This is an optimization exercise on Yosys and OpenROAD, whose aim is small area and a short achievable clock period, not a production implementation.
The RTL was checked by simulation tests, not by an equivalence proof against the original design.
The flow treats the clock pin as an ideal source. Dropping or thinning the clock tree relies on that and would not hold on a real chip.
No activity file was given, so power comes from the tool's default toggle rates.

// Benes_8p
module Benes_8p (input wire [2:0] mp0, mp1, mp2, mp3, mp4, mp5, mp6, mp7,
    input clk,
    output wire [19:0] state
);
export LEC_CHECK = 0
export ABC_AREA = 1
export CAP_MARGIN = 20
export CORE_MARGIN = 2
export CORE_UTILIZATION = 70
export SETUP_SLACK_MARGIN = 1.3
export SLEW_MARGIN = 20
create_clock -name core_clock -period 2.5 [get_ports {clk}]
standard.sh (not shown) runs the stock make flow with config.mk's settings and CLKGATE_MAP_FILE= SYNTH_SCRIPT=/design/flow/synth_recipe.tcl, a recipe that flattens the netlist after the stock synthesis.
==> flow/flow/run.sh <==
#!/bin/bash
# The standard layout, with the clock tree built by flow/clock_tree.tcl (a
# tree with up to FLOW_CTS_LEAF registers per leaf buffer) in
# place of TritonCTS's.
set -euo pipefail
here=$(pwd)
export FLOW_CTS_LEAF=${FLOW_CTS_LEAF:-38}
export FLOW_CLOCK_PORT=clk
bash standard.sh "PRE_CTS_TCL=$here/flow/clock_tree.tcl" "POST_CTS_TCL=$here/flow/output_stage.tcl" "BUFFER_PORTS_ARGS=-buffer_cell sky130_fd_sc_hd__buf_2" finish > "$here/make_finish.log" 2>&1
test -f out/final.def
==> flow/flow/output_stage.tcl <==
# Run as ORFS's POST_CTS_TCL hook: size up the registers that drive the
# outputs and the buffers between them and the output ports, the paths that
# set the period once the rest is fast enough.
foreach inst [get_cells q7*] {
  replace_cell $inst sky130_fd_sc_hd__dfxtp_2
}
foreach port [get_ports state*] {
  set drv [get_pins -quiet -of_objects [get_nets -of_objects $port] -filter "direction==output"]
  if {[llength $drv] != 1} { continue }
  set inst [get_cells -of_objects $drv]
  if {[string match "sky130_fd_sc_hd__buf_*" [get_property $inst ref_name]]} {
    replace_cell $inst sky130_fd_sc_hd__buf_4
  }
}
detailed_placement
Other scripts of this flow, unchanged in this note and not shown: flow/flow/clock_tree.tcl
The starting point aborted during clock tree synthesis (4_1_cts).
Next try:
==> flow/flow/run.sh (replaced) <==
#!/bin/bash
# The standard layout, with the clock tree built by flow/clock_tree.tcl (a
# tree with up to FLOW_CTS_LEAF registers per leaf buffer) in
# place of TritonCTS's.
set -euo pipefail
here=$(pwd)
export FLOW_CTS_LEAF=${FLOW_CTS_LEAF:-38}
export FLOW_CLOCK_PORT=clk
bash standard.sh "PRE_CTS_TCL=$here/flow/clock_tree.tcl" "BUFFER_PORTS_ARGS=-buffer_cell sky130_fd_sc_hd__buf_2" finish > "$here/make_finish.log" 2>&1
test -f out/final.def
--- a/flow/config.mk
+++ b/flow/config.mk
@@ -10,4 +10,5 @@
 export CORE_MARGIN = 2
 export CORE_UTILIZATION = 70
+export PLACE_DENSITY = 0.9
 export SETUP_SLACK_MARGIN = 1.3
 export SLEW_MARGIN = 20
removed: flow/flow/output_stage.tcl
The new run completed with no timing, DRC or antenna violations.
Synthesized area stays the same.
Synthesized cell count stays the same.
Next try:
--- a/flow/config.mk
+++ b/flow/config.mk
@@ -6,9 +6,7 @@
 export NUM_CORES = 4
 export LEC_CHECK = 0
-export ABC_AREA = 1
 export CAP_MARGIN = 20
 export CORE_MARGIN = 2
-export CORE_UTILIZATION = 70
-export PLACE_DENSITY = 0.9
+export CORE_UTILIZATION = 60
 export SETUP_SLACK_MARGIN = 1.3
 export SLEW_MARGIN = 20
Result: Worst setup slack gets worse by 0.070 ns; sequential share of layout area grows by 0.14 points; fmax drops by 5.8%; area after synthesis falls by 2.4%; global-route usage falls by 4.9 points.
Next try:
==> flow/flow/run.sh (replaced) <==
#!/bin/bash
# The standard layout, with the clock tree built by flow/clock_tree.tcl (a
# tree with up to FLOW_CTS_LEAF registers per leaf buffer) in
# place of TritonCTS's.
set -euo pipefail
here=$(pwd)
export FLOW_CTS_LEAF=${FLOW_CTS_LEAF:-38}
export FLOW_CLOCK_PORT=clk
bash standard.sh "PRE_CTS_TCL=$here/flow/clock_tree.tcl" "POST_CTS_TCL=$here/flow/output_stage.tcl" "BUFFER_PORTS_ARGS=-buffer_cell sky130_fd_sc_hd__buf_2" finish > "$here/make_finish.log" 2>&1
test -f out/final.def
==> flow/flow/output_stage.tcl (new file) <==
# Run as ORFS's POST_CTS_TCL hook: size up the registers that drive the
# outputs and the buffers between them and the output ports, the paths that
# set the period once the rest is fast enough.
foreach inst [get_cells q7*] {
  replace_cell $inst sky130_fd_sc_hd__dfxtp_2
}
foreach bterm [[ord::get_db_block] getBTerms] {
  if {![string match "state*" [$bterm getName]] || [$bterm getNet] == "NULL"} { continue }
  foreach it [[$bterm getNet] getITerms] {
    if {![$it isOutputSignal]} { continue }
    set inst [$it getInst]
    if {[string match "sky130_fd_sc_hd__buf_*" [[$inst getMaster] getName]]} {
      replace_cell [$inst getName] sky130_fd_sc_hd__buf_4
    }
  }
}
detailed_placement
--- a/flow/config.mk
+++ b/flow/config.mk
@@ -6,7 +6,8 @@
 export NUM_CORES = 4
 export LEC_CHECK = 0
+export ABC_AREA = 1
 export CAP_MARGIN = 20
 export CORE_MARGIN = 2
-export CORE_UTILIZATION = 60
+export CORE_UTILIZATION = 70
 export SETUP_SLACK_MARGIN = 1.3
 export SLEW_MARGIN = 20
Wire length rose by about 13%; setup slack gains 0.066 ns; register-to-register slack gets better by 0.16 ns; power went up by about 0.32%; die area came out lower by 12%; global-route usage increases by 4.3 points; clock skew stays flat; design area goes up by about 0.9%; final cell count came out higher by 9.9%; maximum frequency rises by about 6%.
The clock cells of the second, third and fourth runs of this note come from the design's own scripts or RTL, not from TritonCTS.

* * *

Benes_8p, a different RTL version from the one above (not shown whole).
For scale: roughly 360 cells after synthesis, ~150 flip-flops.
==> flow/design.v (excerpt) <==
module Benes_8p (input wire [2:0] mp0, mp1, mp2, mp3, mp4, mp5, mp6, mp7,
    input clk,
    output wire [19:0] state
);
    wire [23:0] p0 = {mp7, mp6, mp5, mp4, mp3, mp2, mp1, mp0};
    wire [10:0] l_w;
    Col0_Links c0l(.p(p0), .l(l_w));
    reg [23:0] p1;
    reg [10:0] l1;
    always @(posedge clk) begin
        p1 <= p0;
        l1 <= l_w;
    end
    wire [2:0] s0_w;
    Col0_Settings c0s(.l(l1), .s0(s0_w));
    reg [23:0] p2;
    reg [2:0]  s0_2, s0n_2;
    always @(posedge clk) begin
        p2     <= p1;
        s0_2   <= s0_w;
        s0n_2  <= ~s0_w;
    end
    wire [16:0] q_w;
    Rest_Route rr(.p(p2), .s(s0_2), .sn(s0n_2), .q(q_w));
    reg [16:0] q3, q4, q5, q6, q7;
    always @(posedge clk) begin
        q3 <= q_w;
        q4 <= q3;
        q5 <= q4;
        q6 <= q5;
        q7 <= q6;
    end
    assign state[0]  = 1'b1;
    assign state[1]  = 1'b1;
    assign state[2]  = q7[1];
    assign state[3]  = q7[3];
    assign state[4]  = q7[13];
    assign state[5]  = q7[10];
    assign state[6]  = q7[0];
    assign state[7]  = q7[2];
    assign state[8]  = q7[4];
    assign state[9]  = q7[14];
    assign state[10] = q7[11];
    assign state[11] = 1'b1;
    assign state[12] = q7[6];
    assign state[13] = q7[8];
    assign state[14] = q7[15];
    assign state[15] = q7[12];
    assign state[16] = q7[5];
    assign state[17] = q7[7];
    assign state[18] = q7[9];
    assign state[19] = q7[16];
endmodule
Settings: LEC_CHECK=0, ABC_AREA=1, CAP_MARGIN=20, CORE_MARGIN=2, CORE_UTILIZATION=70, SETUP_SLACK_MARGIN=1.3, SLEW_MARGIN=20; clock period 2.5 ns.
==> flow/flow/run.sh <==
#!/bin/bash
# The standard layout, with the clock tree built by flow/clock_tree.tcl (a
# tree with up to FLOW_CTS_LEAF registers per leaf buffer) in
# place of TritonCTS's.
set -euo pipefail
here=$(pwd)
export FLOW_CTS_LEAF=${FLOW_CTS_LEAF:-38}
export FLOW_CLOCK_PORT=clk
bash standard.sh "PRE_CTS_TCL=$here/flow/clock_tree.tcl" "BUFFER_PORTS_ARGS=-buffer_cell sky130_fd_sc_hd__buf_2" finish > "$here/make_finish.log" 2>&1
test -f out/final.def
==> flow/flow/clock_tree.tcl <==
set ::ct_leaf [expr {[info exists ::env(FLOW_CTS_LEAF)] ? $::env(FLOW_CTS_LEAF) : 32}]
set ::ct_cell sky130_fd_sc_hd__clkbuf_16
set ::ct_port_max 4
set ::ct_block [ord::get_db_block]
set ::ct_master [[ord::get_db] findMaster $::ct_cell]

proc ct_center {iterms} {
  set sx 0.0; set sy 0.0
  foreach it $iterms {
    set b [[$it getInst] getBBox]
    set sx [expr {$sx + ([$b xMin] + [$b xMax]) / 2.0}]
    set sy [expr {$sy + ([$b yMin] + [$b yMax]) / 2.0}]
  }
  set n [llength $iterms]
  return [list [expr {$sx / $n}] [expr {$sy / $n}]]
}

# Estimated load (fF) of a leaf net over points {x y} in database units:
# the pins plus a Steiner length guess for their bounding box.
proc ct_load {pts} {
  set n [llength $pts]
  if {$n == 0} { return 0.0 }
  set x0 1e12; set y0 1e12; set x1 -1e12; set y1 -1e12
  foreach p $pts {
    lassign $p it x y
    if {$x < $x0} { set x0 $x }
    if {$x > $x1} { set x1 $x }
    if {$y < $y0} { set y0 $y }
    if {$y > $y1} { set y1 $y }
  }
  set dbu [[$::ct_block getTech] getDbUnitsPerMicron]
  set w [expr {($x1 - $x0) / double($dbu)}]
  set h [expr {($y1 - $y0) / double($dbu)}]
  set len [expr {0.8 * sqrt($n * $w * $h) + ($w + $h) / 2.0}]
  return [expr {$n * 1.8 + $len * 0.17}]
}

# Split the registers into k groups: cut along the longer spread, near the
# point that gives each side registers in proportion to its groups, where
# the larger estimated load per group is smallest.
proc ct_split {iterms k} {
  if {$k <= 1} { return [list $iterms] }
  set pts {}
  set xs {}; set ys {}
  foreach it $iterms {
    set b [[$it getInst] getBBox]
    set x [expr {([$b xMin] + [$b xMax]) / 2}]
    set y [expr {([$b yMin] + [$b yMax]) / 2}]
    lappend pts [list $it $x $y]
    lappend xs $x; lappend ys $y
  }
  set xs [lsort -integer $xs]; set ys [lsort -integer $ys]
  set axis [expr {([lindex $xs end] - [lindex $xs 0]) >= ([lindex $ys end] - [lindex $ys 0]) ? 1 : 2}]
  set pts [lsort -integer -index $axis $pts]
  set n [llength $pts]
  set k1 [expr {$k / 2}]
  set k2 [expr {$k - $k1}]
  set h0 [expr {($n * $k1 + $k / 2) / $k}]
  set d [expr {$n / 10}]
  set best_h $h0
  set best 1e12
  for {set h [expr {$h0 - $d}]} {$h <= $h0 + $d} {incr h} {
    if {$h < 1 || $h > $n - 1} { continue }
    set ca [expr {[ct_load [lrange $pts 0 [expr {$h - 1}]]] / $k1}]
    set cb [expr {[ct_load [lrange $pts $h end]] / $k2}]
    set c [expr {max($ca, $cb)}]
    if {$c < $best} { set best $c; set best_h $h }
  }
  set a {}; set b {}
  foreach p [lrange $pts 0 [expr {$best_h - 1}]] { lappend a [lindex $p 0] }
  foreach p [lrange $pts $best_h end] { lappend b [lindex $p 0] }
  return [concat [ct_split $a $k1] [ct_split $b $k2]]
}

proc ct_buffer {name x y in_net out_net} {
  set ct_block $::ct_block; set ct_master $::ct_master
  set inst [odb::dbInst_create $ct_block $ct_master $name]
  $inst setLocation [expr {int($x)}] [expr {int($y)}]
  $inst setPlacementStatus PLACED
  [$inst findITerm A] connect $in_net
  [$inst findITerm X] connect $out_net
  return $inst
}

proc ct_build {} {
  set port [$::ct_block findBTerm $::env(FLOW_CLOCK_PORT)]
  set clk [$port getNet]
  set sinks [$clk getITerms]
  set k [expr {([llength $sinks] + $::ct_leaf - 1) / $::ct_leaf}]
  set groups [ct_split $sinks $k]
  # the clock port drives the leaf buffers itself when there are at most
  # ct_port_max of them, else through one root buffer
  if {$k <= $::ct_port_max} {
    set feed $clk
  } else {
    set feed [odb::dbNet_create $::ct_block clknet_root]
    $feed setSigType CLOCK
  }
  puts "clock_tree: [llength $sinks] sinks in $k groups, root buffer: [expr {$k > $::ct_port_max}]"
  set i 0
  set leaves {}
  foreach g $groups {
    set net [odb::dbNet_create $::ct_block clknet_leaf_$i]
    $net setSigType CLOCK
    foreach it $g {
      $it disconnect
      $it connect $net
    }
    lassign [ct_center $g] x y
    set inst [ct_buffer clkbuf_leaf_$i $x $y $feed $net]
    lappend leaves [$inst findITerm A]
    incr i
  }
  if {$k > $::ct_port_max} {
    lassign [ct_center $leaves] x y
    ct_buffer clkbuf_root $x $y $clk $feed
  }
  $clk setSigType CLOCK
}
ct_build

set_propagated_clock [all_clocks]
proc clock_tree_synthesis {args} {
  puts "clock_tree: TritonCTS skipped, the tree is built"
}
Change:
Settings changed: CORE_UTILIZATION 70 to 65.
Effect: The changed run completed without violations. Routed wire length decreases by roughly a tenth. Design area barely changes. Worst setup slack hardly moves. Critical path depth does not change. First-iteration DRC count decreases by a few percent. Global-route usage decreases by 3.7 points. Clock power stays flat. Power decreases slightly. Core utilization decreases by 5.9 points. Area after synthesis does not change. Sequential power hardly moves.
Change:
--- a/flow/flow/clock_tree.tcl
+++ b/flow/flow/clock_tree.tcl
@@ -18,23 +17,0 @@
-# Estimated load (fF) of a leaf net over points {x y} in database units:
-# the pins plus a Steiner length guess for their bounding box.
-proc ct_load {pts} {
-  set n [llength $pts]
-  if {$n == 0} { return 0.0 }
-  set x0 1e12; set y0 1e12; set x1 -1e12; set y1 -1e12
-  foreach p $pts {
-    lassign $p it x y
-    if {$x < $x0} { set x0 $x }
-    if {$x > $x1} { set x1 $x }
-    if {$y < $y0} { set y0 $y }
-    if {$y > $y1} { set y1 $y }
-  }
-  set dbu [[$::ct_block getTech] getDbUnitsPerMicron]
-  set w [expr {($x1 - $x0) / double($dbu)}]
-  set h [expr {($y1 - $y0) / double($dbu)}]
-  set len [expr {0.8 * sqrt($n * $w * $h) + ($w + $h) / 2.0}]
-  return [expr {$n * 1.8 + $len * 0.17}]
-}
-
-# Split the registers into k groups: cut along the longer spread, near the
-# point that gives each side registers in proportion to its groups, where
-# the larger estimated load per group is smallest.
@@ -55 +31,0 @@
-  set n [llength $pts]
@@ -57,12 +33 @@
-  set k2 [expr {$k - $k1}]
-  set h0 [expr {($n * $k1 + $k / 2) / $k}]
-  set d [expr {$n / 10}]
-  set best_h $h0
-  set best 1e12
-  for {set h [expr {$h0 - $d}]} {$h <= $h0 + $d} {incr h} {
-    if {$h < 1 || $h > $n - 1} { continue }
-    set ca [expr {[ct_load [lrange $pts 0 [expr {$h - 1}]]] / $k1}]
-    set cb [expr {[ct_load [lrange $pts $h end]] / $k2}]
-    set c [expr {max($ca, $cb)}]
-    if {$c < $best} { set best $c; set best_h $h }
-  }
+  set h [expr {([llength $pts] * $k1 + $k / 2) / $k}]
@@ -70,3 +35,3 @@
-  foreach p [lrange $pts 0 [expr {$best_h - 1}]] { lappend a [lindex $p 0] }
-  foreach p [lrange $pts $best_h end] { lappend b [lindex $p 0] }
-  return [concat [ct_split $a $k1] [ct_split $b $k2]]
+  foreach p [lrange $pts 0 [expr {$h - 1}]] { lappend a [lindex $p 0] }
+  foreach p [lrange $pts $h end] { lappend b [lindex $p 0] }
+  return [concat [ct_split $a $k1] [ct_split $b [expr {$k - $k1}]]]
Settings changed: CORE_UTILIZATION 65 to 70.
Effect:
- The new run completed with no timing, DRC or antenna violations
- clock skew hardly moves
- sequential cell count stays the same
- die area went down by 6.8%
Change:
--- a/flow/flow/clock_tree.tcl
+++ b/flow/flow/clock_tree.tcl
@@ -17,0 +18,23 @@
+# Estimated load (fF) of a leaf net over points {x y} in database units:
+# the pins plus a Steiner length guess for their bounding box.
+proc ct_load {pts} {
+  set n [llength $pts]
+  if {$n == 0} { return 0.0 }
+  set x0 1e12; set y0 1e12; set x1 -1e12; set y1 -1e12
+  foreach p $pts {
+    lassign $p it x y
+    if {$x < $x0} { set x0 $x }
+    if {$x > $x1} { set x1 $x }
+    if {$y < $y0} { set y0 $y }
+    if {$y > $y1} { set y1 $y }
+  }
+  set dbu [[$::ct_block getTech] getDbUnitsPerMicron]
+  set w [expr {($x1 - $x0) / double($dbu)}]
+  set h [expr {($y1 - $y0) / double($dbu)}]
+  set len [expr {0.8 * sqrt($n * $w * $h) + ($w + $h) / 2.0}]
+  return [expr {$n * 1.8 + $len * 0.17}]
+}
+
+# Split the registers into k groups: cut along the longer spread, near the
+# point that gives each side registers in proportion to its groups, where
+# the larger estimated load per group is smallest.
@@ -31,0 +55 @@
+  set n [llength $pts]
@@ -33 +57,12 @@
-  set h [expr {([llength $pts] * $k1 + $k / 2) / $k}]
+  set k2 [expr {$k - $k1}]
+  set h0 [expr {($n * $k1 + $k / 2) / $k}]
+  set d [expr {$n / 10}]
+  set best_h $h0
+  set best 1e12
+  for {set h [expr {$h0 - $d}]} {$h <= $h0 + $d} {incr h} {
+    if {$h < 1 || $h > $n - 1} { continue }
+    set ca [expr {[ct_load [lrange $pts 0 [expr {$h - 1}]]] / $k1}]
+    set cb [expr {[ct_load [lrange $pts $h end]] / $k2}]
+    set c [expr {max($ca, $cb)}]
+    if {$c < $best} { set best $c; set best_h $h }
+  }
@@ -35,3 +70,3 @@
-  foreach p [lrange $pts 0 [expr {$h - 1}]] { lappend a [lindex $p 0] }
-  foreach p [lrange $pts $h end] { lappend b [lindex $p 0] }
-  return [concat [ct_split $a $k1] [ct_split $b [expr {$k - $k1}]]]
+  foreach p [lrange $pts 0 [expr {$best_h - 1}]] { lappend a [lindex $p 0] }
+  foreach p [lrange $pts $best_h end] { lappend b [lindex $p 0] }
+  return [concat [ct_split $a $k1] [ct_split $b $k2]]
Settings changed: CORE_UTILIZATION 70 to 65.
Cell area hardly moves. Global-route usage goes down by 3.8 points. Wire length goes down by roughly a tenth. Maximum frequency stays flat. Worst hold slack is worse by 3.5 ps. Area after synthesis does not change.
Change:
--- a/flow/flow/clock_tree.tcl
+++ b/flow/flow/clock_tree.tcl
@@ -18,23 +17,0 @@
-# Estimated load (fF) of a leaf net over points {x y} in database units:
-# the pins plus a Steiner length guess for their bounding box.
-proc ct_load {pts} {
-  set n [llength $pts]
-  if {$n == 0} { return 0.0 }
-  set x0 1e12; set y0 1e12; set x1 -1e12; set y1 -1e12
-  foreach p $pts {
-    lassign $p it x y
-    if {$x < $x0} { set x0 $x }
-    if {$x > $x1} { set x1 $x }
-    if {$y < $y0} { set y0 $y }
-    if {$y > $y1} { set y1 $y }
-  }
-  set dbu [[$::ct_block getTech] getDbUnitsPerMicron]
-  set w [expr {($x1 - $x0) / double($dbu)}]
-  set h [expr {($y1 - $y0) / double($dbu)}]
-  set len [expr {0.8 * sqrt($n * $w * $h) + ($w + $h) / 2.0}]
-  return [expr {$n * 1.8 + $len * 0.17}]
-}
-
-# Split the registers into k groups: cut along the longer spread, near the
-# point that gives each side registers in proportion to its groups, where
-# the larger estimated load per group is smallest.
@@ -55 +31,0 @@
-  set n [llength $pts]
@@ -57,12 +33 @@
-  set k2 [expr {$k - $k1}]
-  set h0 [expr {($n * $k1 + $k / 2) / $k}]
-  set d [expr {$n / 10}]
-  set best_h $h0
-  set best 1e12
-  for {set h [expr {$h0 - $d}]} {$h <= $h0 + $d} {incr h} {
-    if {$h < 1 || $h > $n - 1} { continue }
-    set ca [expr {[ct_load [lrange $pts 0 [expr {$h - 1}]]] / $k1}]
-    set cb [expr {[ct_load [lrange $pts $h end]] / $k2}]
-    set c [expr {max($ca, $cb)}]
-    if {$c < $best} { set best $c; set best_h $h }
-  }
+  set h [expr {([llength $pts] * $k1 + $k / 2) / $k}]
@@ -70,3 +35,3 @@
-  foreach p [lrange $pts 0 [expr {$best_h - 1}]] { lappend a [lindex $p 0] }
-  foreach p [lrange $pts $best_h end] { lappend b [lindex $p 0] }
-  return [concat [ct_split $a $k1] [ct_split $b $k2]]
+  foreach p [lrange $pts 0 [expr {$h - 1}]] { lappend a [lindex $p 0] }
+  foreach p [lrange $pts $h end] { lappend b [lindex $p 0] }
+  return [concat [ct_split $a $k1] [ct_split $b [expr {$k - $k1}]]]
The changed run passed the timing, DRC and antenna checks.
Maximum frequency grows by about 0.5%.
Worst setup slack gains 5.9 ps.
Wire length stays flat.
Cell count is unchanged.
Utilization stays flat.
Global-route usage stays flat.
Via count is about the same.
In every run of this note, the design's own scripts or RTL, not TritonCTS, make the clock network.

separate check: timing with driven ports:
No port has a modelled driver above. Below, the same layouts with a new extraction and two added sets of constraints. Step 1 assumes that a clkbuf_16 drives the clock port and a buf_2 every other input. Step 2 moves the port delays by t, midway between the first and last clock arrival at a register: inputs arrive t later, outputs are due t later. That takes back most of the time a late clock gives input paths. Slacks: no drivers / after step 1 / after step 2; pairs: no drivers / after step 1.
| run | t, ns | setup WS [ns] | worst setup path at the end | slew at the worst register clock pin (ns) | worst slew at a driven data input, ns |
|---|---|---|---|---|---|
| the second run of note 1 | 0.245 | 1.366 / 1.294 / 1.362 | input to register | 0.12 / 0.12 | 0.04 |
| the third run of note 1 | 0.251 | 1.296 / 1.296 / 1.296 | register to register | 0.12 / 0.12 | 0.03 |
| the fourth run of note 1 | 0.250 | 1.363 / 1.289 / 1.389 | input to register | 0.12 / 0.12 | 0.03 |
| the first run of note 2 | 0.247 | 1.372 / 1.302 / 1.350 | input to register | 0.12 / 0.12 | 0.03 |
| the second run of note 2 | 0.246 | 1.371 / 1.300 / 1.388 | input to register | 0.12 / 0.12 | 0.04 |
| the third run of note 2 | 0.246 | 1.374 / 1.303 / 1.353 | input to register | 0.12 / 0.12 | 0.04 |
| the fourth run of note 2 | 0.246 | 1.371 / 1.300 / 1.388 | input to register | 0.12 / 0.12 | 0.04 |
| the fifth run of note 2 | 0.247 | 1.377 / 1.306 / 1.383 | register to register | 0.12 / 0.12 | 0.04 |
After both steps every run listed still meets setup and hold. The setup slack of the first run of note 2, which loses most, moves by -0.070 ns with the drivers and by -0.022 ns with both steps.
